Source: an optimization exercise on an open RTL-to-GDS flow (aim: small area). Production flows keep margins and buffers that such runs may drop.
The RTL was checked by simulation tests, not by an equivalence proof against the original design.
Power is estimated from default activity; no workload was simulated.

--- flow/run.sh ---
#!/bin/bash
# Layout flow: the standard ORFS flow, with two changes.
#  - Synthesis maps with an area-oriented ABC script (flow/abc_area.script):
#    the same ORFS synthesis otherwise, so the registers and their names match.
#  - The port buffers are sky130_fd_sc_hd__buf_1 cells.
set -euo pipefail
cd "$(dirname "$0")/.."
rm -rf scripts_own
cp -r "$FLOW_HOME/scripts" scripts_own
cp flow/abc_area.script scripts_own/abc_area.script
bash standard.sh SCRIPTS_DIR="$PWD/scripts_own" ABC_AREA=1 \
  "BUFFER_PORTS_ARGS=-buffer_cell sky130_fd_sc_hd__buf_1" finish > standard.log 2>&1
--- standard.sh ---
#!/bin/bash
# synth_recipe.tcl (not shown) runs the flow's synth.tcl, then flattens the netlist and writes it again
# the make line also repeats each setting of config.mk as NAME=value (left out here)
make -C /OpenROAD-flow-scripts/flow DESIGN_CONFIG=/design/flow/config.mk WORK_HOME=/design/flow/orfs CLKGATE_MAP_FILE= SYNTH_SCRIPT=/design/flow/synth_recipe.tcl "${@:-finish}"
--- constraint.sdc ---
create_clock -name core_clock -period 3.0 [get_ports {clk}]
set_input_delay 0.6000 -clock core_clock [delete_from_list [all_inputs] [get_ports {clk}]]
set_output_delay 0.6000 -clock core_clock [all_outputs]
set_load 0.01 [all_outputs]
--- config.mk ---
export PLATFORM = sky130hd
export DESIGN_NAME = flash_adc_encoder_top
export DESIGN_NICKNAME = flash_adc_encoder_top
export VERILOG_FILES = /design/flow/design.v
export SDC_FILE = /design/flow/constraint.sdc
export NUM_CORES = 4
export LEC_CHECK = 0
export CAP_MARGIN = 20
export CORE_AREA = 2.5 2.5 107.5 107.5
export CTS_BUF_LIST = sky130_fd_sc_hd__clkbuf_2
export DIE_AREA = 0 0 110 110
export GPL_TIMING_DRIVEN = 0
export SLEW_MARGIN = 20
--- design.v ---
module flash_adc_encoder_top #(parameter N = 255)(
    input               clk,
    input  [N-1:0]      therm_in,
    output reg [7:0]    code_out
);
    wire n1 = ~(therm_in[254] | therm_in[253]);
    wire n2 = ~n1;
    wire n3 = ~(therm_in[251] | therm_in[250]);
    wire n4 = ~therm_in[252];
    wire n5 = ~(n1 & n4);
    wire n6 = ~((n5 | n3) & n1);
    wire n7 = ~((n3 & therm_in[249]) | therm_in[251]);
    wire n8 = ~(n5 | n7);
    wire n9 = ~(therm_in[247] | therm_in[246]);
    wire n10 = ~(therm_in[243] | therm_in[242]);
    wire n11 = ~(therm_in[245] | therm_in[244]);
    wire n12 = ~(n9 & n11);
    wire n13 = ~((n12 | n10) & n9);
    wire n14 = ~((n9 & therm_in[245]) | therm_in[247]);
    wire n15 = ~((n10 & therm_in[241]) | therm_in[243]);
    wire n16 = ~((n12 | n15) & n14);
    wire n17 = ~(therm_in[249] | therm_in[248] | n5 | ~n3);
    wire n18 = ~((n17 & n16) | n8);
    wire n19 = ~((n17 & n13) | n6);
    wire n20 = ~((n17 & n12) | n5);
    wire n21 = ~(therm_in[239] | therm_in[238]);
    wire n22 = ~(therm_in[235] | therm_in[234]);
    wire n23 = ~(therm_in[237] | therm_in[236]);
    wire n24 = ~(n21 & n23);
    wire n25 = ~((n24 | n22) & n21);
    wire n26 = ~((n21 & therm_in[237]) | therm_in[239]);
    wire n27 = ~((n22 & therm_in[233]) | therm_in[235]);
    wire n28 = ~((n24 | n27) & n26);
    wire n29 = ~(therm_in[231] | therm_in[230]);
    wire n30 = ~(therm_in[227] | therm_in[226]);
    wire n31 = ~(therm_in[229] | therm_in[228]);
    wire n32 = ~(n29 & n31);
    wire n33 = ~((n32 | n30) & n29);
    wire n34 = ~((n29 & therm_in[229]) | therm_in[231]);
    wire n35 = ~((n30 & therm_in[225]) | therm_in[227]);
    wire n36 = ~((n32 | n35) & n34);
    wire n37 = ~(therm_in[233] | therm_in[232] | n24 | ~n22);
    wire n38 = ~((n37 & n36) | n28);
    wire n39 = ~((n37 & n33) | n25);
    wire n40 = ~((n37 & n32) | n24);
    wire n41 = ~(therm_in[241] | therm_in[240] | n12 | ~n10);
    wire n42 = ~(n17 & n41);
    wire n43 = ~((n42 | n38) & n18);
    wire n44 = ~((n42 | n39) & n19);
    wire n45 = ~((n42 | n40) & n20);
    wire n46 = ~((n42 | n37) & n17);
    wire n47 = ~(therm_in[223] | therm_in[222]);
    wire n48 = ~(therm_in[219] | therm_in[218]);
    wire n49 = ~(therm_in[221] | therm_in[220]);
    wire n50 = ~(n47 & n49);
    wire n51 = ~((n50 | n48) & n47);
    wire n52 = ~((n47 & therm_in[221]) | therm_in[223]);
    wire n53 = ~((n48 & therm_in[217]) | therm_in[219]);
    wire n54 = ~((n50 | n53) & n52);
    wire n55 = ~(therm_in[215] | therm_in[214]);
    wire n56 = ~(therm_in[211] | therm_in[210]);
    wire n57 = ~(therm_in[213] | therm_in[212]);
    wire n58 = ~(n55 & n57);
    wire n59 = ~((n58 | n56) & n55);
    wire n60 = ~((n55 & therm_in[213]) | therm_in[215]);
    wire n61 = ~((n56 & therm_in[209]) | therm_in[211]);
    wire n62 = ~((n58 | n61) & n60);
    wire n63 = ~(therm_in[217] | therm_in[216] | n50 | ~n48);
    wire n64 = ~((n63 & n62) | n54);
    wire n65 = ~((n63 & n59) | n51);
    wire n66 = ~((n63 & n58) | n50);
    wire n67 = ~(therm_in[207] | therm_in[206]);
    wire n68 = ~(therm_in[203] | therm_in[202]);
    wire n69 = ~(therm_in[205] | therm_in[204]);
    wire n70 = ~(n67 & n69);
    wire n71 = ~((n70 | n68) & n67);
    wire n72 = ~((n67 & therm_in[205]) | therm_in[207]);
    wire n73 = ~((n68 & therm_in[201]) | therm_in[203]);
    wire n74 = ~((n70 | n73) & n72);
    wire n75 = ~(therm_in[199] | therm_in[198]);
    wire n76 = ~(therm_in[195] | therm_in[194]);
    wire n77 = ~(therm_in[197] | therm_in[196]);
    wire n78 = ~(n75 & n77);
    wire n79 = ~((n78 | n76) & n75);
    wire n80 = ~((n75 & therm_in[197]) | therm_in[199]);
    wire n81 = ~((n76 & therm_in[193]) | therm_in[195]);
    wire n82 = ~((n78 | n81) & n80);
    wire n83 = ~(therm_in[201] | therm_in[200] | n70 | ~n68);
    wire n84 = ~((n83 & n82) | n74);
    wire n85 = ~((n83 & n79) | n71);
    wire n86 = ~((n83 & n78) | n70);
    wire n87 = ~(therm_in[209] | therm_in[208] | n58 | ~n56);
    wire n88 = ~(n63 & n87);
    wire n89 = ~((n88 | n84) & n64);
    wire n90 = ~((n88 | n85) & n65);
    wire n91 = ~((n88 | n86) & n66);
    wire n92 = ~((n88 | n83) & n63);
    wire n93 = ~(therm_in[225] | therm_in[224] | n32 | ~n30);
    wire n94 = ~(n37 & n93);
    wire n95 = ~(n42 | n94);
    wire n96 = ~((n95 & n89) | n43);
    wire n97 = ~((n95 & n90) | n44);
    wire n98 = ~((n95 & n91) | n45);
    wire n99 = ~((n95 & n92) | n46);
    wire n100 = ~((n95 & n88) | n42);
    wire n101 = ~(therm_in[191] | therm_in[190]);
    wire n102 = ~(therm_in[187] | therm_in[186]);
    wire n103 = ~(therm_in[189] | therm_in[188]);
    wire n104 = ~(n101 & n103);
    wire n105 = ~((n104 | n102) & n101);
    wire n106 = ~((n101 & therm_in[189]) | therm_in[191]);
    wire n107 = ~((n102 & therm_in[185]) | therm_in[187]);
    wire n108 = ~((n104 | n107) & n106);
    wire n109 = ~(therm_in[183] | therm_in[182]);
    wire n110 = ~(therm_in[179] | therm_in[178]);
    wire n111 = ~(therm_in[181] | therm_in[180]);
    wire n112 = ~(n109 & n111);
    wire n113 = ~((n112 | n110) & n109);
    wire n114 = ~((n109 & therm_in[181]) | therm_in[183]);
    wire n115 = ~((n110 & therm_in[177]) | therm_in[179]);
    wire n116 = ~((n112 | n115) & n114);
    wire n117 = ~(therm_in[185] | therm_in[184] | n104 | ~n102);
    wire n118 = ~((n117 & n116) | n108);
    wire n119 = ~((n117 & n113) | n105);
    wire n120 = ~((n117 & n112) | n104);
    wire n121 = ~(therm_in[175] | therm_in[174]);
    wire n122 = ~(therm_in[171] | therm_in[170]);
    wire n123 = ~(therm_in[173] | therm_in[172]);
    wire n124 = ~(n121 & n123);
    wire n125 = ~((n124 | n122) & n121);
    wire n126 = ~((n121 & therm_in[173]) | therm_in[175]);
    wire n127 = ~((n122 & therm_in[169]) | therm_in[171]);
    wire n128 = ~((n124 | n127) & n126);
    wire n129 = ~(therm_in[167] | therm_in[166]);
    wire n130 = ~(therm_in[163] | therm_in[162]);
    wire n131 = ~(therm_in[165] | therm_in[164]);
    wire n132 = ~(n129 & n131);
    wire n133 = ~((n132 | n130) & n129);
    wire n134 = ~((n129 & therm_in[165]) | therm_in[167]);
    wire n135 = ~((n130 & therm_in[161]) | therm_in[163]);
    wire n136 = ~((n132 | n135) & n134);
    wire n137 = ~(therm_in[169] | therm_in[168] | n124 | ~n122);
    wire n138 = ~((n137 & n136) | n128);
    wire n139 = ~((n137 & n133) | n125);
    wire n140 = ~((n137 & n132) | n124);
    wire n141 = ~(therm_in[177] | therm_in[176] | n112 | ~n110);
    wire n142 = ~(n117 & n141);
    wire n143 = ~((n142 | n138) & n118);
    wire n144 = ~((n142 | n139) & n119);
    wire n145 = ~((n142 | n140) & n120);
    wire n146 = ~((n142 | n137) & n117);
    wire n147 = ~(therm_in[159] | therm_in[158]);
    wire n148 = ~(therm_in[155] | therm_in[154]);
    wire n149 = ~(therm_in[157] | therm_in[156]);
    wire n150 = ~(n147 & n149);
    wire n151 = ~((n150 | n148) & n147);
    wire n152 = ~((n147 & therm_in[157]) | therm_in[159]);
    wire n153 = ~((n148 & therm_in[153]) | therm_in[155]);
    wire n154 = ~((n150 | n153) & n152);
    wire n155 = ~(therm_in[151] | therm_in[150]);
    wire n156 = ~(therm_in[147] | therm_in[146]);
    wire n157 = ~(therm_in[149] | therm_in[148]);
    wire n158 = ~(n155 & n157);
    wire n159 = ~((n158 | n156) & n155);
    wire n160 = ~((n155 & therm_in[149]) | therm_in[151]);
    wire n161 = ~((n156 & therm_in[145]) | therm_in[147]);
    wire n162 = ~((n158 | n161) & n160);
    wire n163 = ~(therm_in[153] | therm_in[152] | n150 | ~n148);
    wire n164 = ~((n163 & n162) | n154);
    wire n165 = ~((n163 & n159) | n151);
    wire n166 = ~((n163 & n158) | n150);
    wire n167 = ~(therm_in[143] | therm_in[142]);
    wire n168 = ~(therm_in[139] | therm_in[138]);
    wire n169 = ~(therm_in[141] | therm_in[140]);
    wire n170 = ~(n167 & n169);
    wire n171 = ~((n170 | n168) & n167);
    wire n172 = ~((n167 & therm_in[141]) | therm_in[143]);
    wire n173 = ~((n168 & therm_in[137]) | therm_in[139]);
    wire n174 = ~((n170 | n173) & n172);
    wire n175 = ~(therm_in[135] | therm_in[134]);
    wire n176 = ~(therm_in[131] | therm_in[130]);
    wire n177 = ~(therm_in[133] | therm_in[132]);
    wire n178 = ~(n175 & n177);
    wire n179 = ~((n178 | n176) & n175);
    wire n180 = ~((n175 & therm_in[133]) | therm_in[135]);
    wire n181 = ~((n176 & therm_in[129]) | therm_in[131]);
    wire n182 = ~((n178 | n181) & n180);
    wire n183 = ~(therm_in[137] | therm_in[136] | n170 | ~n168);
    wire n184 = ~((n183 & n182) | n174);
    wire n185 = ~((n183 & n179) | n171);
    wire n186 = ~((n183 & n178) | n170);
    wire n187 = ~(therm_in[145] | therm_in[144] | n158 | ~n156);
    wire n188 = ~(n163 & n187);
    wire n189 = ~((n188 | n184) & n164);
    wire n190 = ~((n188 | n185) & n165);
    wire n191 = ~((n188 | n186) & n166);
    wire n192 = ~((n188 | n183) & n163);
    wire n193 = ~(therm_in[161] | therm_in[160] | n132 | ~n130);
    wire n194 = ~(n137 & n193);
    wire n195 = ~(n142 | n194);
    wire n196 = ~((n195 & n189) | n143);
    wire n197 = ~((n195 & n190) | n144);
    wire n198 = ~((n195 & n191) | n145);
    wire n199 = ~((n195 & n192) | n146);
    wire n200 = ~((n195 & n188) | n142);
    wire n201 = ~(therm_in[193] | therm_in[192] | n78 | ~n76);
    wire n202 = ~(n83 & n201);
    wire n203 = ~(n88 | n202);
    wire n204 = ~(n95 & n203);
    wire n205 = ~((n204 | n196) & n96);
    wire n206 = ~((n204 | n197) & n97);
    wire n207 = ~((n204 | n198) & n98);
    wire n208 = ~((n204 | n199) & n99);
    wire n209 = ~((n204 | n200) & n100);
    wire n210 = ~((n204 | n195) & n95);
    wire n211 = ~(therm_in[127] | therm_in[126]);
    wire n212 = ~(therm_in[123] | therm_in[122]);
    wire n213 = ~(therm_in[125] | therm_in[124]);
    wire n214 = ~(n211 & n213);
    wire n215 = ~((n214 | n212) & n211);
    wire n216 = ~((n211 & therm_in[125]) | therm_in[127]);
    wire n217 = ~((n212 & therm_in[121]) | therm_in[123]);
    wire n218 = ~((n214 | n217) & n216);
    wire n219 = ~(therm_in[119] | therm_in[118]);
    wire n220 = ~(therm_in[115] | therm_in[114]);
    wire n221 = ~(therm_in[117] | therm_in[116]);
    wire n222 = ~(n219 & n221);
    wire n223 = ~((n222 | n220) & n219);
    wire n224 = ~((n219 & therm_in[117]) | therm_in[119]);
    wire n225 = ~((n220 & therm_in[113]) | therm_in[115]);
    wire n226 = ~((n222 | n225) & n224);
    wire n227 = ~(therm_in[121] | therm_in[120] | n214 | ~n212);
    wire n228 = ~((n227 & n226) | n218);
    wire n229 = ~((n227 & n223) | n215);
    wire n230 = ~((n227 & n222) | n214);
    wire n231 = ~(therm_in[111] | therm_in[110]);
    wire n232 = ~(therm_in[107] | therm_in[106]);
    wire n233 = ~(therm_in[109] | therm_in[108]);
    wire n234 = ~(n231 & n233);
    wire n235 = ~((n234 | n232) & n231);
    wire n236 = ~((n231 & therm_in[109]) | therm_in[111]);
    wire n237 = ~((n232 & therm_in[105]) | therm_in[107]);
    wire n238 = ~((n234 | n237) & n236);
    wire n239 = ~(therm_in[103] | therm_in[102]);
    wire n240 = ~(therm_in[99] | therm_in[98]);
    wire n241 = ~(therm_in[101] | therm_in[100]);
    wire n242 = ~(n239 & n241);
    wire n243 = ~((n242 | n240) & n239);
    wire n244 = ~((n239 & therm_in[101]) | therm_in[103]);
    wire n245 = ~((n240 & therm_in[97]) | therm_in[99]);
    wire n246 = ~((n242 | n245) & n244);
    wire n247 = ~(therm_in[105] | therm_in[104] | n234 | ~n232);
    wire n248 = ~((n247 & n246) | n238);
    wire n249 = ~((n247 & n243) | n235);
    wire n250 = ~((n247 & n242) | n234);
    wire n251 = ~(therm_in[113] | therm_in[112] | n222 | ~n220);
    wire n252 = ~(n227 & n251);
    wire n253 = ~((n252 | n248) & n228);
    wire n254 = ~((n252 | n249) & n229);
    wire n255 = ~((n252 | n250) & n230);
    wire n256 = ~((n252 | n247) & n227);
    wire n257 = ~(therm_in[95] | therm_in[94]);
    wire n258 = ~(therm_in[91] | therm_in[90]);
    wire n259 = ~(therm_in[93] | therm_in[92]);
    wire n260 = ~(n257 & n259);
    wire n261 = ~((n260 | n258) & n257);
    wire n262 = ~((n257 & therm_in[93]) | therm_in[95]);
    wire n263 = ~((n258 & therm_in[89]) | therm_in[91]);
    wire n264 = ~((n260 | n263) & n262);
    wire n265 = ~(therm_in[87] | therm_in[86]);
    wire n266 = ~(therm_in[83] | therm_in[82]);
    wire n267 = ~(therm_in[85] | therm_in[84]);
    wire n268 = ~(n265 & n267);
    wire n269 = ~((n268 | n266) & n265);
    wire n270 = ~((n265 & therm_in[85]) | therm_in[87]);
    wire n271 = ~((n266 & therm_in[81]) | therm_in[83]);
    wire n272 = ~((n268 | n271) & n270);
    wire n273 = ~(therm_in[89] | therm_in[88] | n260 | ~n258);
    wire n274 = ~((n273 & n272) | n264);
    wire n275 = ~((n273 & n269) | n261);
    wire n276 = ~((n273 & n268) | n260);
    wire n277 = ~(therm_in[79] | therm_in[78]);
    wire n278 = ~(therm_in[75] | therm_in[74]);
    wire n279 = ~(therm_in[77] | therm_in[76]);
    wire n280 = ~(n277 & n279);
    wire n281 = ~((n280 | n278) & n277);
    wire n282 = ~((n277 & therm_in[77]) | therm_in[79]);
    wire n283 = ~((n278 & therm_in[73]) | therm_in[75]);
    wire n284 = ~((n280 | n283) & n282);
    wire n285 = ~(therm_in[71] | therm_in[70]);
    wire n286 = ~(therm_in[67] | therm_in[66]);
    wire n287 = ~(therm_in[69] | therm_in[68]);
    wire n288 = ~(n285 & n287);
    wire n289 = ~((n288 | n286) & n285);
    wire n290 = ~((n285 & therm_in[69]) | therm_in[71]);
    wire n291 = ~((n286 & therm_in[65]) | therm_in[67]);
    wire n292 = ~((n288 | n291) & n290);
    wire n293 = ~(therm_in[73] | therm_in[72] | n280 | ~n278);
    wire n294 = ~((n293 & n292) | n284);
    wire n295 = ~((n293 & n289) | n281);
    wire n296 = ~((n293 & n288) | n280);
    wire n297 = ~(therm_in[81] | therm_in[80] | n268 | ~n266);
    wire n298 = ~(n273 & n297);
    wire n299 = ~((n298 | n294) & n274);
    wire n300 = ~((n298 | n295) & n275);
    wire n301 = ~((n298 | n296) & n276);
    wire n302 = ~((n298 | n293) & n273);
    wire n303 = ~(therm_in[97] | therm_in[96] | n242 | ~n240);
    wire n304 = ~(n247 & n303);
    wire n305 = ~(n252 | n304);
    wire n306 = ~((n305 & n299) | n253);
    wire n307 = ~((n305 & n300) | n254);
    wire n308 = ~((n305 & n301) | n255);
    wire n309 = ~((n305 & n302) | n256);
    wire n310 = ~((n305 & n298) | n252);
    wire n311 = ~(therm_in[63] | therm_in[62]);
    wire n312 = ~(therm_in[59] | therm_in[58]);
    wire n313 = ~(therm_in[61] | therm_in[60]);
    wire n314 = ~(n311 & n313);
    wire n315 = ~((n314 | n312) & n311);
    wire n316 = ~((n311 & therm_in[61]) | therm_in[63]);
    wire n317 = ~((n312 & therm_in[57]) | therm_in[59]);
    wire n318 = ~((n314 | n317) & n316);
    wire n319 = ~(therm_in[55] | therm_in[54]);
    wire n320 = ~(therm_in[51] | therm_in[50]);
    wire n321 = ~(therm_in[53] | therm_in[52]);
    wire n322 = ~(n319 & n321);
    wire n323 = ~((n322 | n320) & n319);
    wire n324 = ~((n319 & therm_in[53]) | therm_in[55]);
    wire n325 = ~((n320 & therm_in[49]) | therm_in[51]);
    wire n326 = ~((n322 | n325) & n324);
    wire n327 = ~(therm_in[57] | therm_in[56] | n314 | ~n312);
    wire n328 = ~((n327 & n326) | n318);
    wire n329 = ~((n327 & n323) | n315);
    wire n330 = ~((n327 & n322) | n314);
    wire n331 = ~(therm_in[47] | therm_in[46]);
    wire n332 = ~(therm_in[43] | therm_in[42]);
    wire n333 = ~(therm_in[45] | therm_in[44]);
    wire n334 = ~(n331 & n333);
    wire n335 = ~((n334 | n332) & n331);
    wire n336 = ~((n331 & therm_in[45]) | therm_in[47]);
    wire n337 = ~((n332 & therm_in[41]) | therm_in[43]);
    wire n338 = ~((n334 | n337) & n336);
    wire n339 = ~(therm_in[39] | therm_in[38]);
    wire n340 = ~(therm_in[35] | therm_in[34]);
    wire n341 = ~(therm_in[37] | therm_in[36]);
    wire n342 = ~(n339 & n341);
    wire n343 = ~((n342 | n340) & n339);
    wire n344 = ~((n339 & therm_in[37]) | therm_in[39]);
    wire n345 = ~((n340 & therm_in[33]) | therm_in[35]);
    wire n346 = ~((n342 | n345) & n344);
    wire n347 = ~(therm_in[41] | therm_in[40] | n334 | ~n332);
    wire n348 = ~((n347 & n346) | n338);
    wire n349 = ~((n347 & n343) | n335);
    wire n350 = ~((n347 & n342) | n334);
    wire n351 = ~(therm_in[49] | therm_in[48] | n322 | ~n320);
    wire n352 = ~(n327 & n351);
    wire n353 = ~((n352 | n348) & n328);
    wire n354 = ~((n352 | n349) & n329);
    wire n355 = ~((n352 | n350) & n330);
    wire n356 = ~((n352 | n347) & n327);
    wire n357 = ~(therm_in[31] | therm_in[30]);
    wire n358 = ~(therm_in[27] | therm_in[26]);
    wire n359 = ~(therm_in[29] | therm_in[28]);
    wire n360 = ~(n357 & n359);
    wire n361 = ~((n360 | n358) & n357);
    wire n362 = ~((n357 & therm_in[29]) | therm_in[31]);
    wire n363 = ~((n358 & therm_in[25]) | therm_in[27]);
    wire n364 = ~((n360 | n363) & n362);
    wire n365 = ~(therm_in[23] | therm_in[22]);
    wire n366 = ~(therm_in[19] | therm_in[18]);
    wire n367 = ~(therm_in[21] | therm_in[20]);
    wire n368 = ~(n365 & n367);
    wire n369 = ~((n368 | n366) & n365);
    wire n370 = ~((n365 & therm_in[21]) | therm_in[23]);
    wire n371 = ~((n366 & therm_in[17]) | therm_in[19]);
    wire n372 = ~((n368 | n371) & n370);
    wire n373 = ~(therm_in[25] | therm_in[24] | n360 | ~n358);
    wire n374 = ~((n373 & n372) | n364);
    wire n375 = ~((n373 & n369) | n361);
    wire n376 = ~((n373 & n368) | n360);
    wire n377 = ~(therm_in[15] | therm_in[14]);
    wire n378 = ~(therm_in[11] | therm_in[10]);
    wire n379 = ~(therm_in[13] | therm_in[12]);
    wire n380 = ~(n377 & n379);
    wire n381 = ~((n380 | n378) & n377);
    wire n382 = ~((n377 & therm_in[13]) | therm_in[15]);
    wire n383 = ~((n378 & therm_in[9]) | therm_in[11]);
    wire n384 = ~((n380 | n383) & n382);
    wire n385 = ~(therm_in[7] | therm_in[6]);
    wire n386 = ~(therm_in[3] | therm_in[2]);
    wire n387 = ~(therm_in[5] | therm_in[4]);
    wire n388 = ~(n385 & n387);
    wire n389 = ~((n388 | n386) & n385);
    wire n390 = ~((n385 & therm_in[5]) | therm_in[7]);
    wire n391 = ~((n386 & therm_in[1]) | therm_in[3]);
    wire n392 = ~((n388 | n391) & n390);
    wire n393 = ~(therm_in[9] | therm_in[8] | n380 | ~n378);
    wire n394 = ~((n393 & n392) | n384);
    wire n395 = ~((n393 & n389) | n381);
    wire n396 = ~((n393 & n388) | n380);
    wire n397 = ~(therm_in[17] | therm_in[16] | n368 | ~n366);
    wire n398 = ~(n373 & n397);
    wire n399 = ~((n398 | n394) & n374);
    wire n400 = ~((n398 | n395) & n375);
    wire n401 = ~((n398 | n396) & n376);
    wire n402 = ~((n398 | n393) & n373);
    wire n403 = ~(therm_in[33] | therm_in[32] | n342 | ~n340);
    wire n404 = ~(n347 & n403);
    wire n405 = ~(n352 | n404);
    wire n406 = ~((n405 & n399) | n353);
    wire n407 = ~((n405 & n400) | n354);
    wire n408 = ~((n405 & n401) | n355);
    wire n409 = ~((n405 & n402) | n356);
    wire n410 = ~((n405 & n398) | n352);
    wire n411 = ~(therm_in[65] | therm_in[64] | n288 | ~n286);
    wire n412 = ~(n293 & n411);
    wire n413 = ~(n298 | n412);
    wire n414 = ~(n305 & n413);
    wire n415 = ~((n414 | n406) & n306);
    wire n416 = ~((n414 | n407) & n307);
    wire n417 = ~((n414 | n408) & n308);
    wire n418 = ~((n414 | n409) & n309);
    wire n419 = ~((n414 | n410) & n310);
    wire n420 = ~((n414 | n405) & n305);
    wire n421 = ~(therm_in[129] | therm_in[128] | n178 | ~n176);
    wire n422 = ~(n183 & n421);
    wire n423 = ~(n188 | n422);
    wire n424 = ~(n195 & n423);
    wire n425 = ~(n204 | n424);
    wire n426 = (n425 & n415) | n205;
    wire n427 = (n425 & n416) | n206;
    wire n428 = (n425 & n417) | n207;
    wire n429 = (n425 & n418) | n208;
    wire n430 = (n425 & n419) | n209;
    wire n431 = (n425 & n420) | n210;
    wire n432 = (n425 & n414) | n204;
    wire n433 = ~n425;
    wire [7:0] bin_code = {n433, n432, n431, n430, n429, n428, n427, n426};
    always @(posedge clk) begin
        code_out <= bin_code;
    end
endmodule
--- flow/abc_area.script ---
strash; &get -n; &st; &nf -a -R 1000 -F 8 -A 8; &put; topo; stime -c
==> results of run 1 <==
[final cells by class]
type | instances | area [um^2]
clock buffers | 3 | 15.0
fillers | 1257 | 7380
multi-input cells | 404 | 2080
inverters | 1 | 3.75
well taps | 140 | 175
repair buffers | 262 | 983
flip-flops and latches | 8 | 160
[worst max-delay path: cells and delay by family]
family | cells | cell delay (ns)
and+or+nand+nor | 5 | 1.67
buffers and inverters | 1 | 0.08
AOI/OAI and AO/OA | 2 | 0.48
[cell families after synthesis]
group | after synthesis | synth area share
simple gates | 182 | 0.370
compound gates | 222 | 0.555
buf+inv | 1 | 0.00171
flops | 8 | 0.0732
[per-layer routing]
layer  wire [um]  up-vias
met1        4280     1746
li1            -     2124
met5           0        -
met4          39        0
met3         873        4
met2        4890      171
[report_power, final]
group	total [mW]	internal, mW	switching [mW]
clock network	0.0606	0.0272	0.0333
logic	0.301	0.136	0.166
registers	0.108	0.108	0.000409
total	0.470	0.271	0.199
[timing repair]
action	CTS	global route
endpoints found under the setup margin	7	7
gates resized for setup	3	6
cloned	0	0
hold endpoints to repair	0	0
[metrics by stage]
stage / cell area [um^2] / utilization / instances / setup TNS [ns] / hold slack (ns)
floorplan: 2190 / - / 413 / 0 / 0.813
global placement: 3350 / 0.310 / 815 / -5.18 / 0.998
detailed placement: 3350 / 0.310 / 815 / -5.18 / 0.999
CTS: 3380 / 0.313 / 818 / 0 / 0.792
global route: 3420 / 0.316 / 818 / 0 / 0.798
finish: 3420 / 0.316 / 818 / 0 / 0.779
[cell usage in the layout, fill, tap and decap left out, types with 2 or more instances in the layout]
cell,n
nand2_1,33
a221oi_1,9
nor3_1,16
dfxtp_1,8
o221ai_1,13
nor4b_1,9
a21boi_0,2
o21ai_0,82
clkbuf_2,3
nand3_1,13
buf_1,262
o21bai_1,2
nand4_1,2
nor2_1,98
nor4b_2,6
a21oi_1,111
[worst min-delay path by stage]
stage,from,endpoint,slack (ns),cells past startpoint
floorplan,therm_in[254],code_out[1]$_DFF_P_,0.81,4
detailed placement,code_out[0]$_DFF_P_,code_out[0],1.0,1
finish,therm_in[224],code_out[5]$_DFF_P_,0.78,5
global route,therm_in[254],code_out[1]$_DFF_P_,0.80,5
global placement,code_out[2]$_DFF_P_,code_out[2],1.0,1
CTS,therm_in[254],code_out[1]$_DFF_P_,0.79,5
==> impl_metrics.tcl, run 1 <==
set metrics [dict create \
    status "finished clean" \
    syn_area_per_cell_um2 5.30 \
    diodes 0 \
    grt-busiest-layer "met2" \
    slew_viol_final 0 \
    gp_congestion 0.819 \
    drc 0 \
    grt_pass1_vias 3517 \
    cp_data_required_time_ns 3.10 \
    core.rowCount 38 \
    yosys-top-cells-area "a21oi_1 25%, o21ai_0 19%, nor2_1 17%" \
    wl_per_cell_um 12.3 \
    path_cells "buf_1 > nor2_1 > nand2_1 > nor4b_1 > nand3_1 > nor2_1 > a21boi_0 > o221ai_1" \
    nets 936 \
    synthDominantCellAreaShare 0.254 \
    worst_slew_pin_slew_ns 0.842 \
    drt_pre_antenna_iters 7 \
    period_share 0.912 \
    startpoint_type "primary input" \
    drtAntennaViolNets 0 \
    grtUsageMet3 0.0181 \
    start_util 0.203 \
    max_stage_delay_ns 0.75 \
    synth_seq_area_share 0.0732 \
    first_iter_violations 179 \
    htreeDepth 1 \
    synth.distinct_cells 20 \
    dpl.hpwl_mm 9.21 \
    path_class "primary input to flop" \
    post-route-worst-setup-slack_ns 0.265 \
    synth-seq-cells 8 \
    grt_max_degree 9 \
    largest_register "code_out" \
    slew_headroom 0.431 \
    synth_warnings 1 \
    dp_slack_ns -0.793 \
    dieArea_um2 12100 \
    cts.sinks 8 \
    grt_pass1_wl_mm 14.9 \
    max-vdd-ir-drop_v 0.0000612 \
    crit_arrival_ns 2.83 \
    numCtsBuffers 3 \
    power_uw 470 \
    synth_edf_count 0 \
    max_cap_violations 0 \
    grt_antenna_before_repair 0 \
    cts.path.max_buffers 2 \
    setup_viol 0 \
    gr-total-overflow 0 \
    crit_fanout 6 \
    reg.largest.list "code_out (8)" \
    cpMostUsedCell "nor2_1" \
    grt_use_met1 0.187 \
    p_per_area_nw_per_um2 138 \
    syn_nets 669 \
    port_buffers 262 \
    cts_hold_buf 0 \
    period_minus_slack_ns 2.74 \
    cts_tree "done" \
    grt_use_total 0.150 \
    leakage_nw 0.989 \
    crit_start "therm_in[111]" \
    hold_class "primary input to flop" \
    ys_async_sr_fraction 0 \
    die_y_um 110 \
    fmax_mhz 366 \
    netlist_area_um2 2190 \
    area_growth_syn_to_layout_pct 56.2 \
    synthFlopType "dfxtp_1" \
    syn-instance-count 413 \
    yosys.area.top_type "a21oi_1" \
    dieWidth_um 110 \
    critPathSlowestCell "nor4b_1" \
    endpoint "code_out[5]$_DFF_P_" \
    core_um2 10800 \
    viasPerCell 4.94 \
    crit_path_end_kind "flop" \
    cts-root-buf "clkbuf_2" \
    num_vias 4045 \
    largest_reg_flops 8 \
    yosysMostFrequentCell "a21oi_1" \
    path_clk_slew_ns 0.07 \
    finalHoldViolCount 0 \
    drt-total-wl_mm 10.1 \
    grt_util_met2 0.282 \
    drive_above_1_share 0.0162 \
    rsz0062_at_grt "false" \
    io_pins 264 \
    cts_setup_buffers 0 \
    synthTopCellsByCount "111 x a21oi_1, 99 x nor2_1, 82 x o21ai_0" \
]
==> run 2: changes to the inputs <==
--- a/config.mk
+++ b/config.mk
@@ -6,8 +6,8 @@
 export NUM_CORES = 4
 export LEC_CHECK = 0
 export CAP_MARGIN = 20
-export CORE_AREA = 2.5 2.5 107.5 107.5
+export CORE_AREA = 2.5 2.5 87.5 87.5
 export CTS_BUF_LIST = sky130_fd_sc_hd__clkbuf_2
-export DIE_AREA = 0 0 110 110
+export DIE_AREA = 0 0 90 90
 export GPL_TIMING_DRIVEN = 0
 export SLEW_MARGIN = 20
==> run 2 against run 1 <==
Still clean. Cell count shrank 5.0%. Power grew 0.16%. Final area shrank 1.7%. Sequential cell count is the same. Wire length shrank 0.74%. Sequential power is essentially flat. Largest power group unchanged.
==> impl_metrics.tcl, run 2 <==
set metrics [dict create \
    cts.path.max_buffers 2 \
    core_um2 7140 \
    synth.distinct_cells 20 \
    crit_arrival_ns 2.89 \
    die_y_um 90 \
    cts_hold_buf 0 \
    grt_max_degree 9 \
    start_util 0.306 \
    grt_pass1_wl_mm 15.4 \
    hold_depth 5 \
    syn_nets 669 \
    port_buffers 262 \
    hold_class "primary input to flop" \
    drtAntennaViolNets 0 \
    mostFrequentLayoutCells "262 x buf_1, 111 x a21oi_1, 98 x nor2_1" \
    p_per_area_nw_per_um2 140 \
    cts_resized 2 \
    finalHoldViolCount 0 \
    p_comb_frac 0.647 \
    largest_register "code_out" \
    core.rowCount 31 \
    dieArea_um2 8100 \
    p_int_uw 271 \
    startpoint_type "primary input" \
    setup_viol 0 \
    yosysMostFrequentCell "a21oi_1" \
    cp_data_required_time_ns 3.14 \
    syn-instance-count 413 \
    htreeDepth 1 \
    max-vdd-ir-drop_v 0.0000852 \
    hold_slack_ns 0.738 \
    grt_pass1_vias 3770 \
    max_cap_violations 0 \
    synthTopCellsByCount "111 x a21oi_1, 99 x nor2_1, 82 x o21ai_0" \
    cts_setup_buffers 0 \
    num_vias 4174 \
    period_share 0.917 \
    crit_path_end_kind "flop" \
    gr-total-overflow 0 \
    rsz0062_at_grt "false" \
    cts-root-buf "clkbuf_2" \
    yosys.area.top_type "a21oi_1" \
    worst_slew_pin_slew_ns 0.749 \
    viasPerCell 5.37 \
    wl_per_cell_um 12.9 \
    period_minus_slack_ns 2.75 \
    final_cells 777 \
    fmax_mhz 364 \
    largest_reg_flops 8 \
    synth-seq-cells 8 \
    layout_commonest_cell "buf_1" \
    synth_edf_count 0 \
    synthDominantCellAreaShare 0.254 \
    drt_pre_antenna_iters 4 \
    drive_above_1_share 0.0147 \
    first_iter_violations 110 \
    drc 0 \
    synth_warnings 1 \
    ys_async_sr_fraction 0 \
    dieWidth_um 90 \
    path_class "primary input to flop" \
    nets 936 \
    switchingPower_uw 200 \
    gp_congestion 0.867 \
    cts.sinks 8 \
    dp_cells 774 \
    grt_use_total 0.218 \
    drt-total-wl_mm 10.0 \
    grt_antenna_before_repair 0 \
    n_fill_cell 826 \
    path_clk_slew_ns 0.06 \
    cts_tree "done" \
    dpl.hpwl_mm 8.85 \
    slew_viol_final 0 \
    diodes 0 \
    status "finished clean" \
    syn_area_per_cell_um2 5.30 \
    utilization 0.471 \
    area_growth_syn_to_layout_pct 53.5 \
    numCtsBuffers 3 \
    synthFlopType "dfxtp_1" \
    power_frac_seq 0.230 \
    synth_seq_area_share 0.0732 \
    netlist_area_um2 2190 \
    clkPwrFrac 0.122 \
    yosys-top-cells-area "a21oi_1 25%, o21ai_0 19%, nor2_1 17%" \
    io_pins 264 \
    crit_fanout 7 \
    tns_ns 0 \
    leakage_nw 0.976 \
    slew_headroom 0.494 \
    reg.largest.list "code_out (8)" \
    swShare 0.424 \
]
## run 2: metrics by stage
| step | total power [mW] | area (um^2) | worst slack (ns) |
|---|---|---|---|
| 6_report | 0.471 | 3360 | 0.250 |
| 5_1_grt | 0.523 | 3360 | 0.0730 |
| 4_1_cts | 0.469 | 3320 | 0.0307 |
| 3_5_place_dp | 0.408 | 3290 | -0.520 |
| 3_3_place_gp | 0.403 | 3290 | -0.487 |
| 2_1_floorplan | 0.236 | 2190 | 0.281 |
## run 2: area by class of cell
| class | instances | area, um^2 | share of cell area |
|---|---|---|---|
| multi-input combinational | 404 | 2070 | 0.617 |
| inverter | 1 | 3.75 | 0.00112 |
| sequential | 8 | 160 | 0.0477 |
| tap | 99 | 124 | 0.0369 |
| timing repair buffer | 262 | 983 | 0.293 |
| clock buffer | 3 | 15.0 | 0.00447 |
## run 2: power groups by stage
stage,sequential (mW),combinational (mW),clock [mW]
3_5_place_dp,0.111,0.297,0
6_report,0.109,0.305,0.0577
2_1_floorplan,0.112,0.124,0
5_1_grt,0.109,0.346,0.0682
4_1_cts,0.109,0.300,0.0609
3_3_place_gp,0.111,0.292,0
## run 2: routing by layer
layer  GRT usage  vias up  part of all wire
met5           0        -                 0
met4      0.0449        0             0.014
met3      0.0285       14             0.075
met2       0.422      192              0.51
met1       0.255     1850              0.40
li1            -     2118                 -
## run 2: cells by family after synthesis
family	count (synthesis)	synth area share
AOI/OAI and AO/OA	222	0.555
buffers and inverters	1	0.00171
DFF	8	0.0732
and+or+nand+nor	182	0.370
## run 2: worst paths after layout
path | slack (ns) | end | startpoint
setup / recovery | 0.25 | code_out[3]$_DFF_P_ | therm_in[79]
hold / removal | 0.74 | code_out[1]$_DFF_P_ | therm_in[254]
## run 2: critical path: stages
cell,delay [ns]
buf_1,0.09
nor2_1,0.15
nand2_1,0.12
nor4b_1,0.64
nand3_1,0.17
nor4_2,0.63
a221oi_1,0.27
o221ai_1,0.21
==> run 3: changes to the inputs <==
--- a/config.mk
+++ b/config.mk
@@ -10,4 +10,6 @@
 export CTS_BUF_LIST = sky130_fd_sc_hd__clkbuf_2
 export DIE_AREA = 0 0 90 90
 export GPL_TIMING_DRIVEN = 0
+export PLACE_DENSITY = 0.8
+export SETUP_SLACK_MARGIN = -0.08
 export SLEW_MARGIN = 20
==> run 3 against run 2 <==
Die area did not move. Sequential share of layout area barely moved. Largest cell class unchanged. Worst setup slack got worse by 0.034 ns. Core utilization fell by 0.21 points. Worst hold slack got worse by 0.0024 ns. Clock-buffer cell count did not move. Critical path type unchanged. Still clean. Critical path depth did not move. First-iteration DRC count rose by 24%.
==> impl_metrics.tcl, run 3 <==
set metrics [dict create \
    drt-total-wl_mm 9.45 \
    switchingPower_uw 203 \
    synthTopCellsByCount "111 x a21oi_1, 99 x nor2_1, 82 x o21ai_0" \
    nets 936 \
    crit_arrival_ns 2.94 \
    yosys.area.top_type "a21oi_1" \
    syn_area_per_cell_um2 5.30 \
    io_pins 264 \
    synthFlopType "dfxtp_1" \
    dieWidth_um 90 \
    p_int_uw 271 \
    drive_above_1_share 0.0133 \
    dieArea_um2 8100 \
    hold_depth 5 \
    hold_path_end "code_out[3]$_DFF_P_" \
    fmax_mhz 359 \
    ys_async_sr_fraction 0 \
    cts_tree "done" \
    numCtsBuffers 3 \
    reg.largest.list "code_out (8)" \
    largest_reg_flops 8 \
    startpoint_type "primary input" \
    yosysMostFrequentCell "a21oi_1" \
    min_from "therm_in[248]" \
    crit_fanout 7 \
    htreeDepth 1 \
    dp_slack_ns -0.603 \
    swShare 0.428 \
    grt_pass1_vias 3607 \
    cp_data_required_time_ns 3.16 \
    grt_use_total 0.217 \
    grt_antenna_before_repair 0 \
    p_comb_frac 0.634 \
    drc 0 \
    synth_seq_area_share 0.0732 \
    max_stage_delay_ns 0.77 \
    synth_edf_count 0 \
    cts-root-buf "clkbuf_2" \
    die_y_um 90 \
    hold_class "primary input to flop" \
    path_class "primary input to flop" \
    setup_viol 0 \
    period_share 0.928 \
    power_frac_seq 0.229 \
    synth-seq-cells 8 \
    cts.path.max_buffers 2 \
    path_cells "buf_1 > nor2_1 > nand2_1 > nor4b_1 > nand3_1 > nor4_2 > a221oi_1 > o221ai_1" \
    core_um2 7140 \
    viasPerCell 5.24 \
    core.rowCount 31 \
    port_buffers 262 \
    final_cells 777 \
    start_util 0.306 \
    syn-instance-count 413 \
    gp_congestion 0.963 \
    area_growth_syn_to_layout_pct 52.9 \
    mostFrequentLayoutCells "262 x buf_1, 111 x a21oi_1, 98 x nor2_1" \
    worst_slew_pin_slew_ns 0.861 \
    dpl.hpwl_mm 8.51 \
    cts.sinks 8 \
    finalHoldViolCount 0 \
    synth_warnings 1 \
    hold_slack_ns 0.736 \
    status "finished clean" \
    drtAntennaViolNets 0 \
    max-vdd-ir-drop_v 0.0000721 \
    first_iter_violations 136 \
    placed_area_um2 3290 \
    clkPwrFrac 0.137 \
    netlist_area_um2 2190 \
    largest_register "code_out" \
    utilization 0.468 \
    max_cap_violations 0 \
    synth.distinct_cells 20 \
    leakage_nw 0.971 \
    drt_pre_antenna_iters 5 \
    critPathSlowestCell "nor4b_1" \
    final_cell_area_um2 3340 \
    layout_commonest_cell "buf_1" \
    period_minus_slack_ns 2.78 \
    slew_viol_final 0 \
    p_per_area_nw_per_um2 142 \
    cts_setup_buffers 0 \
    syn_nets 669 \
    yosys-top-cells-area "a21oi_1 25%, o21ai_0 19%, nor2_1 17%" \
    tns_ns 0 \
    path_clk_slew_ns 0.07 \
    cts_hold_buf 0 \
    synthDominantCellAreaShare 0.254 \
    wl_per_cell_um 12.2 \
    diodes 0 \
    post-route-worst-setup-slack_ns 0.216 \
    crit_path_end_kind "flop" \
    gr-total-overflow 0 \
    dp_cells 774 \
    slew_headroom 0.418 \
    grt_pass1_wl_mm 14.9 \
    num_vias 4071 \
    grt_max_degree 9 \
    power_uw 474 \
]
## run 3: cell count changes in the layout (fill, tap and decap cells not counted)
cell and delta:
nor4b_1 +1, nor4b_4 -1
## run 3: kinds of logic after synthesis
family                 count (synthesis)  synth area share
buffers and inverters                  1           0.00171
DFF                                    8            0.0732
and+or+nand+nor                      182             0.370
AOI/OAI and AO/OA                    222             0.555
## run 3: power by group through the flow
stage	combinational (mW)	clock [mW]	sequential (mW)
2_1_floorplan	0.124	0	0.112
4_1_cts	0.297	0.0648	0.109
3_3_place_gp	0.292	0	0.111
3_5_place_dp	0.294	0	0.111
5_1_grt	0.344	0.0708	0.109
6_report	0.300	0.0647	0.109
## run 3: what timing repair did
item / in CTS / in global routing
gates resized for setup: 2 / 4
setup endpoints to repair: 8 / 7
cloned: 0 / 0
## run 3: worst max path at each step
stage                  start             endpoint  depth (start not counted)
2_1_floorplan  therm_in[252]  code_out[5]$_DFF_P_                          6
3_3_place_gp   therm_in[127]  code_out[1]$_DFF_P_                          8
3_5_place_dp   therm_in[127]  code_out[2]$_DFF_P_                          8
4_1_cts        therm_in[127]  code_out[2]$_DFF_P_                          8
5_1_grt        therm_in[111]  code_out[1]$_DFF_P_                          8
6_report       therm_in[111]  code_out[1]$_DFF_P_                          8
## run 3: critical path: cells and delay by family
| family | cells | cell delay [ns] |
|---|---|---|
| simple gates | 5 | 1.80 |
| compound gates | 2 | 0.46 |
| buf+inv | 1 | 0.08 |
## run 3: layout make-up
| cell class | instances | area, um^2 |
|---|---|---|
| Clock buffer | 3 | 15.0 |
| Fill cell | 798 | 3790 |
| Inverter | 1 | 3.75 |
| Multi-Input combinational cell | 404 | 2060 |
| Sequential cell | 8 | 160 |
| Tap cell | 99 | 124 |
| Timing Repair Buffer | 262 | 983 |
## run 3: metal layers
metal | global-route usage | part of all wire | vias to the layer above
met4 | 0.0423 | 0.016 | 0
met5 | 0 | 0 | -
li1 | - | - | 2127
met2 | 0.403 | 0.48 | 194
met1 | 0.259 | 0.42 | 1730
met3 | 0.0402 | 0.080 | 20
==> run 4: changes to the inputs <==
--- a/config.mk
+++ b/config.mk
@@ -10,6 +10,6 @@
 export CTS_BUF_LIST = sky130_fd_sc_hd__clkbuf_2
 export DIE_AREA = 0 0 90 90
 export GPL_TIMING_DRIVEN = 0
-export PLACE_DENSITY = 0.8
-export SETUP_SLACK_MARGIN = -0.08
+export PLACE_DENSITY = 0.9
+export SETUP_SLACK_MARGIN = -0.16
 export SLEW_MARGIN = 20
==> run 4 against run 3 <==
Critical endpoint is now code_out[2]$_DFF_P_. Fmax down 0.49%. Clock power fell by 6.5%. Sequential cell count is the same.
==> impl_metrics.tcl, run 4 <==
set metrics [dict create \
    status "finished clean" \
    p_per_area_nw_per_um2 140 \
    finalHoldViolCount 0 \
    max_cap_violations 0 \
    core.rowCount 31 \
    placed_area_um2 3290 \
    syn_area_per_cell_um2 5.30 \
    top_layer "met4" \
    synth_warnings 1 \
    worst_slew_pin_slew_ns 0.785 \
    leakage_nw 0.987 \
    syn_nets 669 \
    reg.largest.list "code_out (8)" \
    grt_use_total 0.226 \
    dieWidth_um 90 \
    synth_edf_count 0 \
    crit_path_end_kind "flop" \
    cts.sinks 8 \
    period_minus_slack_ns 2.80 \
    slew_viol_final 0 \
    yosysMostFrequentCell "a21oi_1" \
    synthFlopType "dfxtp_1" \
    path_clk_slew_ns 0.07 \
    wl_per_cell_um 12.7 \
    slew_headroom 0.470 \
    synth-seq-cells 8 \
    synthTopCellsByCount "111 x a21oi_1, 99 x nor2_1, 82 x o21ai_0" \
    m1WireLength_mm 3.99 \
    ys_async_sr_fraction 0 \
    dp_slack_ns -0.502 \
    diodes 0 \
    dr_wl_met3_um 865 \
    hold_class "primary input to flop" \
    fmax_mhz 357 \
    n_fill_cell 794 \
    cts.path.max_buffers 2 \
    syn-instance-count 413 \
    synth_seq_area_share 0.0732 \
    netlist_area_um2 2190 \
    period_share 0.933 \
    wl_met2_mm 4.79 \
    htreeDepth 1 \
    cts-root-buf "clkbuf_2" \
    io_pins 264 \
    core_um2 7140 \
    cp_data_required_time_ns 3.14 \
    start_util 0.306 \
    dpl.hpwl_mm 8.81 \
    drtAntennaViolNets 0 \
    cts_hold_buf 0 \
    cts_tree "done" \
    largest_reg_flops 8 \
    area_growth_syn_to_layout_pct 53.0 \
    gp_congestion 0.931 \
    drive_above_1_share 0.0118 \
    crit_arrival_ns 2.93 \
    drc 0 \
    port_buffers 262 \
    startpoint_type "primary input" \
    max-vdd-ir-drop_v 0.0000593 \
    grt_antenna_before_repair 0 \
    crit_fanout 6 \
    dieArea_um2 8100 \
    nets 936 \
    viasPerCell 5.33 \
    num_vias 4141 \
    numCtsBuffers 3 \
    drt-total-wl_mm 9.84 \
    drt_pre_antenna_iters 5 \
    tns_ns 0 \
    setup_viol 0 \
    min_from "therm_in[254]" \
    post-route-worst-setup-slack_ns 0.202 \
    grt_pass1_vias 3746 \
    die_y_um 90 \
    grt_pass1_wl_mm 15.7 \
    path_class "primary input to flop" \
    synth.distinct_cells 20 \
    hold_path_end "code_out[1]$_DFF_P_" \
    gr-total-overflow 0 \
    yosys.area.top_type "a21oi_1" \
    final_cell_area_um2 3350 \
    layout_commonest_cell "buf_1" \
    hold_depth 5 \
    largest_register "code_out" \
    grt_max_degree 9 \
    mostFrequentLayoutCells "262 x buf_1, 111 x a21oi_1, 98 x nor2_1" \
    synthDominantCellAreaShare 0.254 \
    yosys-top-cells-area "a21oi_1 25%, o21ai_0 19%, nor2_1 17%" \
    first_iter_violations 147 \
]
## run 4: cell types whose count changed in the layout (fill, tap and decap cells not counted)
cell	change
nor4b_1	+1
nor4_4	+1
nor4_2	-1
nor4b_2	-1
## run 4: power by group
part	switching, mW	internal, mW	total, mW
Clock	0.0333	0.0272	0.0605
Combinational	0.164	0.135	0.300
Sequential	0.000425	0.108	0.108
Total	0.198	0.271	0.469
## run 4: cell families after synthesis
| family | count (synthesis) | share of synthesized area |
|---|---|---|
| compound gates | 222 | 0.555 |
| simple gates | 182 | 0.370 |
| flops | 8 | 0.0732 |
| buf+inv | 1 | 0.00171 |
## run 4: worst max-delay path: stages
cell and delay, ns:
buf_1 0.08, nor2_1 0.15, nand2_1 0.13, nor4b_1 0.61, nand3_1 0.30, clkinv_1 0.12
nand4_1 0.22, o221ai_1 0.34, a221oi_1 0.16, o221ai_1 0.22
## run 4: worst max path at each step
stage | slack, ns | depth (start not counted) | endpoint | start
4_1_cts | -0.06 | 7 | code_out[4]$_DFF_P_ | therm_in[252]
3_3_place_gp | -0.47 | 8 | code_out[2]$_DFF_P_ | therm_in[126]
6_report | 0.20 | 10 | code_out[2]$_DFF_P_ | therm_in[63]
5_1_grt | -0.14 | 10 | code_out[2]$_DFF_P_ | therm_in[63]
2_1_floorplan | 0.28 | 6 | code_out[5]$_DFF_P_ | therm_in[252]
3_5_place_dp | -0.50 | 8 | code_out[2]$_DFF_P_ | therm_in[95]
## run 4: routing by layer
layer	up-vias	track usage
met3	22	0.0553
met2	193	0.415
met5	-	0
li1	2130	-
met1	1796	0.257
met4	0	0.0628
## run 4: area by class of cell
cell class / instances / area (um^2) / share of cell area
Multi-Input combinational cell: 404 / 2060 / 0.616
Timing Repair Buffer: 262 / 983 / 0.294
Sequential cell: 8 / 160 / 0.0479
Tap cell: 99 / 124 / 0.0370
Clock buffer: 3 / 15.0 / 0.00449
Inverter: 1 / 3.75 / 0.00112
## run 4: what timing repair did
item / in CTS / in global routing
setup buffers: 0 / 0
setup endpoints to repair: 6 / 8
resized for setup: 1 / 5
## run 4: through the flow
step	cells	hold slack [ns]	utilization	power (mW)
2_1_floorplan	413	0.813	-	0.236
3_3_place_gp	774	0.998	0.462	0.400
3_5_place_dp	774	0.998	0.462	0.405
4_1_cts	777	0.774	0.465	0.465
5_1_grt	777	0.824	0.469	0.522
6_report	777	0.769	0.469	0.469
==> run 5: changes to the inputs <==
--- a/config.mk
+++ b/config.mk
@@ -10,6 +10,5 @@
 export CTS_BUF_LIST = sky130_fd_sc_hd__clkbuf_2
 export DIE_AREA = 0 0 90 90
 export GPL_TIMING_DRIVEN = 0
-export PLACE_DENSITY = 0.9
 export SETUP_SLACK_MARGIN = -0.16
 export SLEW_MARGIN = 20
==> run 5 against run 4 <==
Via count is 0.65% higher. Synthesized area stayed put. Sequential share of layout area hardly changed. Synthesized cell count stayed put. Largest cell class unchanged. Critical path type unchanged. Critical endpoint is now code_out[3]$_DFF_P_. Worst hold slack worse by 0.028 ns. Still clean on timing, DRC and antenna. Die area stayed put.
==> impl_metrics.tcl, run 5 <==
set metrics [dict create \
    ys_async_sr_fraction 0 \
    synthFlopType "dfxtp_1" \
    area_growth_syn_to_layout_pct 52.6 \
    largest_register "code_out" \
    critPathTopFamily "simple AND/OR/NAND/NOR gates" \
    max-vdd-ir-drop_v 0.0000854 \
    worst_slew_pin_slew_ns 0.762 \
    setup_viol 0 \
    slew_viol_final 0 \
    cts_tree "done" \
    path_class "primary input to flop" \
    drt_pre_antenna_iters 5 \
    fmax_mhz 349 \
    gp_congestion 0.867 \
    viasPerCell 5.36 \
    grt_antenna_before_repair 0 \
    synth_edf_count 0 \
    nets 936 \
    worstPathBufferInverterCount 1 \
    yosysMostFrequentCell "a21oi_1" \
    max_cap_violations 0 \
    synth_warnings 1 \
    slew_headroom 0.485 \
    start_util 0.306 \
    crit_fanout 7 \
    grt_use_total 0.218 \
    io_pins 264 \
    dieArea_um2 8100 \
    synthMuxAreaShare 0 \
    numCtsBuffers 3 \
    synthAdderAreaFrac 0 \
    post-route-worst-setup-slack_ns 0.138 \
    reg.largest.list "code_out (8)" \
    port_buffers 262 \
    cts.path.max_buffers 2 \
    htreeDepth 1 \
    synth-simple-area-share 0.370 \
    synthXorXnorAreaFrac 0 \
    mostFrequentLayoutCells "262 x buf_1, 111 x a21oi_1, 98 x nor2_1" \
    gr-total-overflow 0 \
    dp_slack_ns -0.520 \
    cts.sinks 8 \
    crit_path_end_kind "flop" \
    finalHoldViolCount 0 \
    layout_commonest_cell "buf_1" \
    cp_data_required_time_ns 3.14 \
    drive_above_1_share 0.0118 \
    diodes 0 \
    drtAntennaViolNets 0 \
    crit_cells 8 \
    grt_pass1_vias 3770 \
    drt-total-wl_mm 9.99 \
    cts_setup_buffers 0 \
    wl_per_cell_um 12.9 \
    hold_class "primary input to flop" \
    crit_arrival_ns 3.00 \
    leakage_nw 0.970 \
    period_minus_slack_ns 2.86 \
    grt_pass1_wl_mm 15.4 \
    yosys-top-cells-area "a21oi_1 25%, o21ai_0 19%, nor2_1 17%" \
    die_y_um 90 \
    core_um2 7140 \
    core.rowCount 31 \
    hold_depth 5 \
    syn_area_per_cell_um2 5.30 \
    dieWidth_um 90 \
    critPathSlowestCell "nor4_2" \
    path_clk_slew_ns 0.06 \
    tns_ns 0 \
    yosys.area.top_type "a21oi_1" \
    largest_reg_flops 8 \
    syn_nets 669 \
    synth_top_family_by_area "compound AO/OA/AOI/OAI gates" \
    utilization 0.468 \
    period_share 0.954 \
    max_stage_delay_ns 0.64 \
    dpl.hpwl_mm 8.85 \
    synth_compound_area_frac 0.555 \
    synth_seq_area_share 0.0732 \
    synthDominantCellAreaShare 0.254 \
    netlist_area_um2 2190 \
    synthTopCellsByCount "111 x a21oi_1, 99 x nor2_1, 82 x o21ai_0" \
    syn-instance-count 413 \
    p_per_area_nw_per_um2 141 \
    first_iter_violations 98 \
    startpoint_type "primary input" \
    synth-seq-cells 8 \
    synth.distinct_cells 20 \
    status "finished clean" \
    grt_max_degree 9 \
    path_cells "buf_1 > nor2_1 > nand2_1 > nor4b_1 > nand3_1 > nor4_2 > a221oi_1 > o221ai_1" \
    num_vias 4168 \
    drc 0 \
    cts-root-buf "clkbuf_2" \
]
[run 5: cell counts after synthesis]
Identical to the previous run, type by type.
[run 5: kinds of logic after synthesis]
logic type,count (synthesis)
buffers and inverters,1
AND/OR/NAND/NOR,182
AO/OA/AOI/OAI,222
flip-flops,8
[run 5: per-stage QoR]
stage	power, mW	area [um^2]	hold WS [ns]	cells
CTS	0.469	3320	0.722	777
global route	0.521	3340	0.812	777
detailed placement	0.408	3290	0.965	774
finish	0.469	3340	0.741	777
floorplan	0.236	2190	0.813	413
global placement	0.403	3290	0.962	774
[run 5: final timing paths]
check	start	to	slack [ns]
setup / recovery	therm_in[95]	code_out[3]$_DFF_P_	0.14
hold / removal	therm_in[254]	code_out[1]$_DFF_P_	0.74
[run 5: final cells by class]
class | instances | area (um^2)
fillers | 829 | 3800
clock buffers | 3 | 15.0
repair buffers | 262 | 983
multi-input cells | 404 | 2050
inverters | 1 | 3.75
well taps | 99 | 124
flip-flops and latches | 8 | 160
[run 5: report_power, final]
group	total [mW]	internal [mW]	switching, mW
clock	0.0578	0.0272	0.0307
combinational	0.303	0.135	0.167
sequential	0.109	0.108	0.000480
total	0.469	0.271	0.199
[run 5: repair_timing]
item | 4_1_cts | 5_1_grt
endpoints found under the setup margin | 7 | 5
hold buffers | 0 | 0
gates resized for setup | 2 | 3
[run 5: metal layers]
metal,vias up,global-route usage,share of wire
met4,0,0.0449,0.014
met2,185,0.422,0.51
li1,2123,-,-
met3,14,0.0285,0.072
met1,1846,0.255,0.40
met5,-,0,0
[run 5: tightest hold or removal path, stage by stage]
cell	delay, ns
buf_1	0.08
a2111oi_0	0.07
o21ai_0	0.07
a21oi_1	0.05
o221ai_1	0.06
==> run 6: changes to the inputs <==
--- a/config.mk
+++ b/config.mk
@@ -10,5 +10,6 @@
 export CTS_BUF_LIST = sky130_fd_sc_hd__clkbuf_2
 export DIE_AREA = 0 0 90 90
 export GPL_TIMING_DRIVEN = 0
+export PLACE_DENSITY = 0.8
 export SETUP_SLACK_MARGIN = -0.16
 export SLEW_MARGIN = 20
==> run 6 against run 5 <==
Fmax fell by 0.65%. Final area fell by 0.19%. Wire length fell by 5.3%. Worst hold slack got worse by 0.0069 ns. Non-clock buffer count did not move. Core utilization fell by 0.088 points. Sequential power barely moved. Power rose by 0.76%. Largest cell class unchanged. Highest routed layer unchanged.
==> impl_metrics.tcl, run 6 <==
set metrics [dict create \
    status "finished clean" \
    synth_edf_count 0 \
    synthFlopType "dfxtp_1" \
    hold_path_end "code_out[3]$_DFF_P_" \
    leakage_nw 0.969 \
    slew_headroom 0.422 \
    gp_congestion 0.963 \
    finalHoldViolCount 0 \
    synth_compound_area_frac 0.555 \
    worst_slew_pin_slew_ns 0.856 \
    cts.path.max_buffers 2 \
    startpoint_type "primary input" \
    final_cell_area_um2 3330 \
    crit_arrival_ns 3.04 \
    drtAntennaViolNets 0 \
    path_cells "buf_1 > nor2_1 > nand2_1 > nor4b_1 > nand3_1 > nor4_2 > a221oi_1 > o221ai_1" \
    wl_per_cell_um 12.2 \
    cts_setup_buffers 0 \
    critPathSlowestCell "nor4b_1" \
    dieWidth_um 90 \
    viasPerCell 5.23 \
    io_pins 264 \
    synth-simple-area-share 0.370 \
    synthDominantCellAreaShare 0.254 \
    port_buffers 262 \
    grt_max_degree 9 \
    n_fill_cell 802 \
    max_stage_delay_ns 0.65 \
    hold_depth 5 \
    gr-total-overflow 0 \
    synthAdderAreaFrac 0 \
    period_share 0.960 \
    drc 0 \
    core.rowCount 31 \
    cp_data_required_time_ns 3.16 \
    die_y_um 90 \
    hold_class "primary input to flop" \
    yosys-top-cells-area "a21oi_1 25%, o21ai_0 19%, nor2_1 17%" \
    post-route-worst-setup-slack_ns 0.120 \
    grt_use_total 0.217 \
    diodes 0 \
    grt_pass1_vias 3607 \
    fmax_mhz 347 \
    drive_above_1_share 0.0103 \
    largest_reg_flops 8 \
    yosys.area.top_type "a21oi_1" \
    mostFrequentLayoutCells "262 x buf_1, 111 x a21oi_1, 98 x nor2_1" \
    start_util 0.306 \
    ys_async_sr_fraction 0 \
    area_growth_syn_to_layout_pct 52.3 \
    first_iter_violations 157 \
    synthMuxAreaShare 0 \
    synth_top_family_by_area "compound AO/OA/AOI/OAI gates" \
    dpl.hpwl_mm 8.51 \
    synth-seq-cells 8 \
    period_minus_slack_ns 2.88 \
    nets 936 \
    synthXorXnorAreaFrac 0 \
    cts_hold_buf 0 \
    syn-instance-count 413 \
    drt_pre_antenna_iters 5 \
    p_per_area_nw_per_um2 142 \
    drt-total-wl_mm 9.45 \
    syn_nets 669 \
    yosysMostFrequentCell "a21oi_1" \
    synth_warnings 1 \
    num_vias 4066 \
    reg.largest.list "code_out (8)" \
    max_cap_violations 0 \
    synthTopCellsByCount "111 x a21oi_1, 99 x nor2_1, 82 x o21ai_0" \
    core_um2 7140 \
    max-vdd-ir-drop_v 0.0000719 \
    cts.sinks 8 \
    grt_pass1_wl_mm 14.9 \
    path_clk_slew_ns 0.07 \
    setup_viol 0 \
    htreeDepth 1 \
    cts_tree "done" \
    grt_antenna_before_repair 0 \
    syn_area_per_cell_um2 5.30 \
    min_from "therm_in[248]" \
    layout_commonest_cell "buf_1" \
    synth_seq_area_share 0.0732 \
    crit_fanout 7 \
    synth.distinct_cells 20 \
    crit_path_end_kind "flop" \
    path_class "primary input to flop" \
    slew_viol_final 0 \
    hold_slack_ns 0.734 \
    dieArea_um2 8100 \
    placed_area_um2 3290 \
    netlist_area_um2 2190 \
    cts-root-buf "clkbuf_2" \
    largest_register "code_out" \
    dp_slack_ns -0.603 \
    numCtsBuffers 3 \
]
[run 6: area by class of cell]
class	instances	area, um^2	share of cell area
inverter	1	3.75	0.00113
tap	99	124	0.0372
sequential	8	160	0.0481
timing repair buffer	262	983	0.295
multi-input combinational	404	2040	0.614
clock buffer	3	15.0	0.00451
[run 6: power breakdown]
part	switching, mW	internal [mW]	leakage, nW
Sequential	0.000549	0.108	0.0652
Combinational	0.164	0.135	0.892
Clock	0.0374	0.0272	0.0125
Total	0.202	0.271	0.969
[run 6: how the worst max path moves through the flow]
stage                               end  depth (start not counted)          start
CTS                 code_out[2]$_DFF_P_                          8  therm_in[127]
floorplan           code_out[5]$_DFF_P_                          6  therm_in[252]
detailed placement  code_out[2]$_DFF_P_                          8  therm_in[127]
global route        code_out[1]$_DFF_P_                         10   therm_in[62]
global placement    code_out[1]$_DFF_P_                          8  therm_in[127]
finish              code_out[1]$_DFF_P_                          8   therm_in[94]
[run 6: per-layer routing]
layer / global-route usage / share of wire / wire length, um / vias up
li1: - / - / - / 2126
met3: 0.0402 / 0.084 / 795 / 14
met5: 0 / 0 / 0 / -
met2: 0.403 / 0.49 / 4600 / 197
met1: 0.259 / 0.42 / 3950 / 1729
met4: 0.0423 / 0.011 / 106 / 0
[run 6: critical path, delay by kind of cell]
| family | cells | cell delay [ns] |
|---|---|---|
| buffers and inverters | 1 | 0.10 |
| AO/OA/AOI/OAI | 2 | 0.46 |
| AND/OR/NAND/NOR | 5 | 1.88 |
[run 6: per-stage QoR]
step	util	cells	TNS (ns)	power (mW)
global placement	0.462	774	-4.05	0.403
floorplan	-	413	0	0.236
finish	0.467	777	0	0.473
global route	0.467	777	-0.723	0.523
detailed placement	0.462	774	-4.29	0.405
CTS	0.465	777	-0.0515	0.470
[run 6: kinds of logic after synthesis]
| group | Yosys count |
|---|---|
| AO/OA/AOI/OAI | 222 |
| AND/OR/NAND/NOR | 182 |
| flip-flops | 8 |
| buffers and inverters | 1 |
[run 6: timing repair]
action,4_1_cts,5_1_grt
endpoints found under the setup margin,7,6
endpoints found under the hold margin,0,0
resized for setup,2,2

==> afterwards: timing with drivers on the ports <==
Ports are ideal in the flow. The routed layouts listed here were re-timed in OpenROAD.
Step 1, drivers: a clkbuf_16 drives clk and a buf_2 each remaining input, both assumed.
Step 2 moves the port delays by t, midway between the first and last clock arrival at a register: inputs arrive t later, outputs are due t later. That takes back most of the time a late clock gives input paths.
a / b / c = ideal / step 1 / step 2; a / b = the first two.
run | shift t [ns] | setup WS [ns] | worst slew at a driven data input, ns
run 1 | 0.248 | 0.265 / 0.266 / 0.018 | 0.04
run 2 | 0.240 | 0.250 / 0.251 / 0.011 | 0.05
run 3 | 0.267 | 0.216 / 0.218 / -0.048 | 0.06
run 4 | 0.248 | 0.202 / 0.203 / -0.045 | 0.07
run 5 | 0.241 | 0.138 / 0.139 / -0.102 | 0.05
run 6 | 0.266 | 0.120 / 0.123 / -0.143 | 0.06
Met with ideal ports but missed after step 2: setup timing in run 3, run 4, run 5 and run 6. The setup slack of run 3, which loses most, moves by +0.002 ns with the drivers and by -0.264 ns with both steps.
